Context: an optimization exercise on an open-source flow, tuned for small area and a short achievable clock period. The choices shown serve that exercise and are no tape-out recipe. Function was checked by simulation only, so behaviour that the tests miss may differ from the original.

== v6 ==
Design ex2_1, start of the top module:
module ex2_1 (
	      input 		  clk, rst, validi,
	      input [31:0] 	  data_in,
	      output logic 	  valido,
	      output logic [31:0] data_out
	      );
Size in the first run: ~1500 cells after synthesis, ~68 I/O pins, about 0.016 sq mm of cells after synthesis.
Settings: LEC_CHECK=0, CAP_MARGIN=20, CORE_MARGIN=2, CORE_UTILIZATION=40, SETUP_SLACK_MARGIN=4.4, SLEW_MARGIN=20, SYNTH_HIERARCHICAL=1, TNS_END_PERCENT=0; clock period 8.0 ns.
standard.sh (not shown) runs the stock make flow with config.mk's settings and CLKGATE_MAP_FILE= SYNTH_SCRIPT=/design/flow/synth_recipe.tcl, a recipe that flattens the netlist after the stock synthesis.
==> flow/flow/run.sh <==
#!/bin/bash
# The standard layout, with two changes: the port buffers are plain buf_2 cells rather
# than the delay cells buffer_ports picks by default, and timing repair may resize a cell to
# any drive strength (MATCH_CELL_FOOTPRINT=0), not only to cells of the same footprint.
# make's full output goes to flow_make.log.
set -euo pipefail
bash standard.sh "BUFFER_PORTS_ARGS=-buffer_cell sky130_fd_sc_hd__buf_2" MATCH_CELL_FOOTPRINT=0 finish > flow_make.log 2>&1
v6 reached the end of the flow, and the finished layout is clean on the timing, design-rule and antenna checks.
The inputs of v7 differ from those of v6 as listed below.
- SETUP_SLACK_MARGIN changed from 4.4 to 4.2
==> flow/flow/run.sh <==
#!/bin/bash
# The standard layout, except that the port buffers are plain buf_2 cells rather
# than the delay cells buffer_ports picks by default. make's full output goes to flow_make.log.
set -euo pipefail
bash standard.sh "BUFFER_PORTS_ARGS=-buffer_cell sky130_fd_sc_hd__buf_2" finish > flow_make.log 2>&1
Of v7 and v6, v7 shows the lower maximum frequency from static timing analysis, with v6 above it. ~same total placed cells including tap cells in v7 and v6. Between v6 and v7, via count of the first global-routing pass increased. Via count, v7 and v6: larger value in v6. On v7: tightest hold margin is 5.9 ps lower than what v6 gave. v7 gives less count of clock-buffer cells in the layout than v6 did. Any difference in number of standard cells in the layout, taps in and fillers out between v7 and v6 is small enough to ignore. Delta(detailed-routing wirelength on met1, v7 - v6) < 0. v7 vs v6, setup slack went down by 80 ps.

---

## P
Another version of the RTL of ex2_1 (not shown whole).
Size in the first run: ~1500 cells after synthesis, roughly 190 flip-flops, ~68 I/O pins, roughly 16000 um^2 of cells after synthesis.
Settings: LEC_CHECK=0, CAP_MARGIN=20, CORE_MARGIN=2, CORE_UTILIZATION=40, SETUP_SLACK_MARGIN=3.5, SLEW_MARGIN=20, SYNTH_HIERARCHICAL=1, TNS_END_PERCENT=0; clock period 8.0 ns.
run.sh (not shown) runs the stock make flow with config.mk's settings and CLKGATE_MAP_FILE= SYNTH_SCRIPT=/design/flow/synth_recipe.tcl, a recipe that flattens the netlist after the stock synthesis.
Stock flow here: none of the scripts above is used.
P completed; timing, DRC and antenna clean
diff inputs: P => S
Settings: TNS_END_PERCENT no longer set, was 0; SETUP_SLACK_MARGIN now 3.8, was 3.5.
[summary]
The final layout from S, which completed every stage, passed the timing, design-rule and antenna checks at the end of the flow.
Compared with P, S shows post-route clock period utilization lower by 3.8 points.
In the tables for P and S, cell count reads lower with S.
S against P: worst-case setup margin in the final layout grew by 0.30 ns, cell depth of the worst flop-to-flop path saw little to no change.
The sequential share of layout area of S and that of P are within noise of each other.
Relative slew slack: S > P
Minimum hold slack: S vs P — no meaningful difference

--- another note on this design; it stands on its own ---

==> inputs of branch xenon <==
## ex2_1
module ex2_1 (
	      input 		  clk, rst, validi,
	      input [31:0] 	  data_in,
	      output logic 	  valido,
	      output logic [31:0] data_out
	      );
==> flow/config.mk <==
export PLATFORM = sky130hd
export DESIGN_NAME = ex2_1
export DESIGN_NICKNAME = ex2_1
export VERILOG_FILES = /design/flow/design.v
export SDC_FILE = /design/flow/constraint.sdc
export NUM_CORES = 4
export LEC_CHECK = 0
export CAP_MARGIN = 20
export CORE_MARGIN = 2
export CORE_UTILIZATION = 40
export SETUP_SLACK_MARGIN = 4.4
export SLEW_MARGIN = 20
export SYNTH_HIERARCHICAL = 1
export TNS_END_PERCENT = 0
==> flow/constraint.sdc <==
create_clock -name core_clock -period 8.0 [get_ports {clk}]
set_input_delay 1.6000 -clock core_clock [delete_from_list [all_inputs] [get_ports {clk}]]
set_output_delay 1.6000 -clock core_clock [all_outputs]
set_load 0.01 [all_outputs]
standard.sh (not shown) runs the stock make flow with config.mk's settings and CLKGATE_MAP_FILE= SYNTH_SCRIPT=/design/flow/synth_recipe.tcl, a recipe that flattens the netlist after the stock synthesis.
==> flow/flow/run.sh <==
#!/bin/bash
# The standard layout, except that the port buffers are plain buf_2 cells rather
# than the delay cells buffer_ports picks by default. make's full output goes to flow_make.log.
set -euo pipefail
bash standard.sh "BUFFER_PORTS_ARGS=-buffer_cell sky130_fd_sc_hd__buf_2" finish > flow_make.log 2>&1
==> branch violet (differences from branch xenon) <==
==> flow/flow/run.sh (replaced) <==
#!/bin/bash
# The standard layout, except that the port buffers are plain buf_4 cells rather
# than the delay cells buffer_ports picks by default. make's full output goes to flow_make.log.
set -euo pipefail
bash standard.sh "BUFFER_PORTS_ARGS=-buffer_cell sky130_fd_sc_hd__buf_4" finish > flow_make.log 2>&1
==> impl_results.md <==
* Status: finished clean
* Min Hold Slack at between 400 and 500 ps
* CP Launch Point: data_in[16]
* Area of the multi-input gates at between 10000 and 15000 um2
* Post-CTS Setup Repair Bufs at 2
* Post-DP HPWL at 34960 um
* Max incr delay on CP at 500 ps
-- figures above: branch violet

==> impl_results.md <==
* CP Launch Point: data_in[6]
* Max incr delay on CP at 520 ps
* Post-DP HPWL at 34650 um
* Status: finished clean
* Post-CTS Setup Repair Bufs at 1
-- figures above: branch xenon

==> re-timing with driven ports <==
In the flow no input, the clock included, has a driving cell. The finished layouts below were timed again as built, in two steps. Step 1: set_driving_cell puts a clkbuf_16 on clk and a buf_2 on each other input, an assumption about the parent block. Step 2 moves the port delays by t, midway between the first and last clock arrival at a register: inputs arrive t later, outputs are due t later. That takes back most of the time a late clock gives input paths. Three values: ideal ports, drivers, drivers and shift; two values: the first two.
run | shift t [ns] | setup WS [ns] | clock arrival spread, ns | cell pins on the clock port's net
v6 | 0.506 | 4.302 / 4.310 / 3.817 | 0.013 / 0.013 | 1
v7 | 0.502 | 4.222 / 4.252 / 3.750 | 0.020 / 0.019 | 1
P | 0.504 | 3.563 / 3.586 / 3.087 | 0.014 / 0.013 | 1
S | 0.518 | 3.866 / 3.900 / 3.382 | 0.017 / 0.017 | 1
branch xenon | 0.508 | 4.245 / 4.239 / 3.731 | 0.015 / 0.016 | 1
branch violet | 0.512 | 4.222 / 4.127 / 3.615 | 0.010 / 0.010 | 1
After both steps setup and hold are still met in every run listed. For branch violet, which loses most, drivers alone change the setup slack by -0.095 ns; drivers and shift together by -0.607 ns.
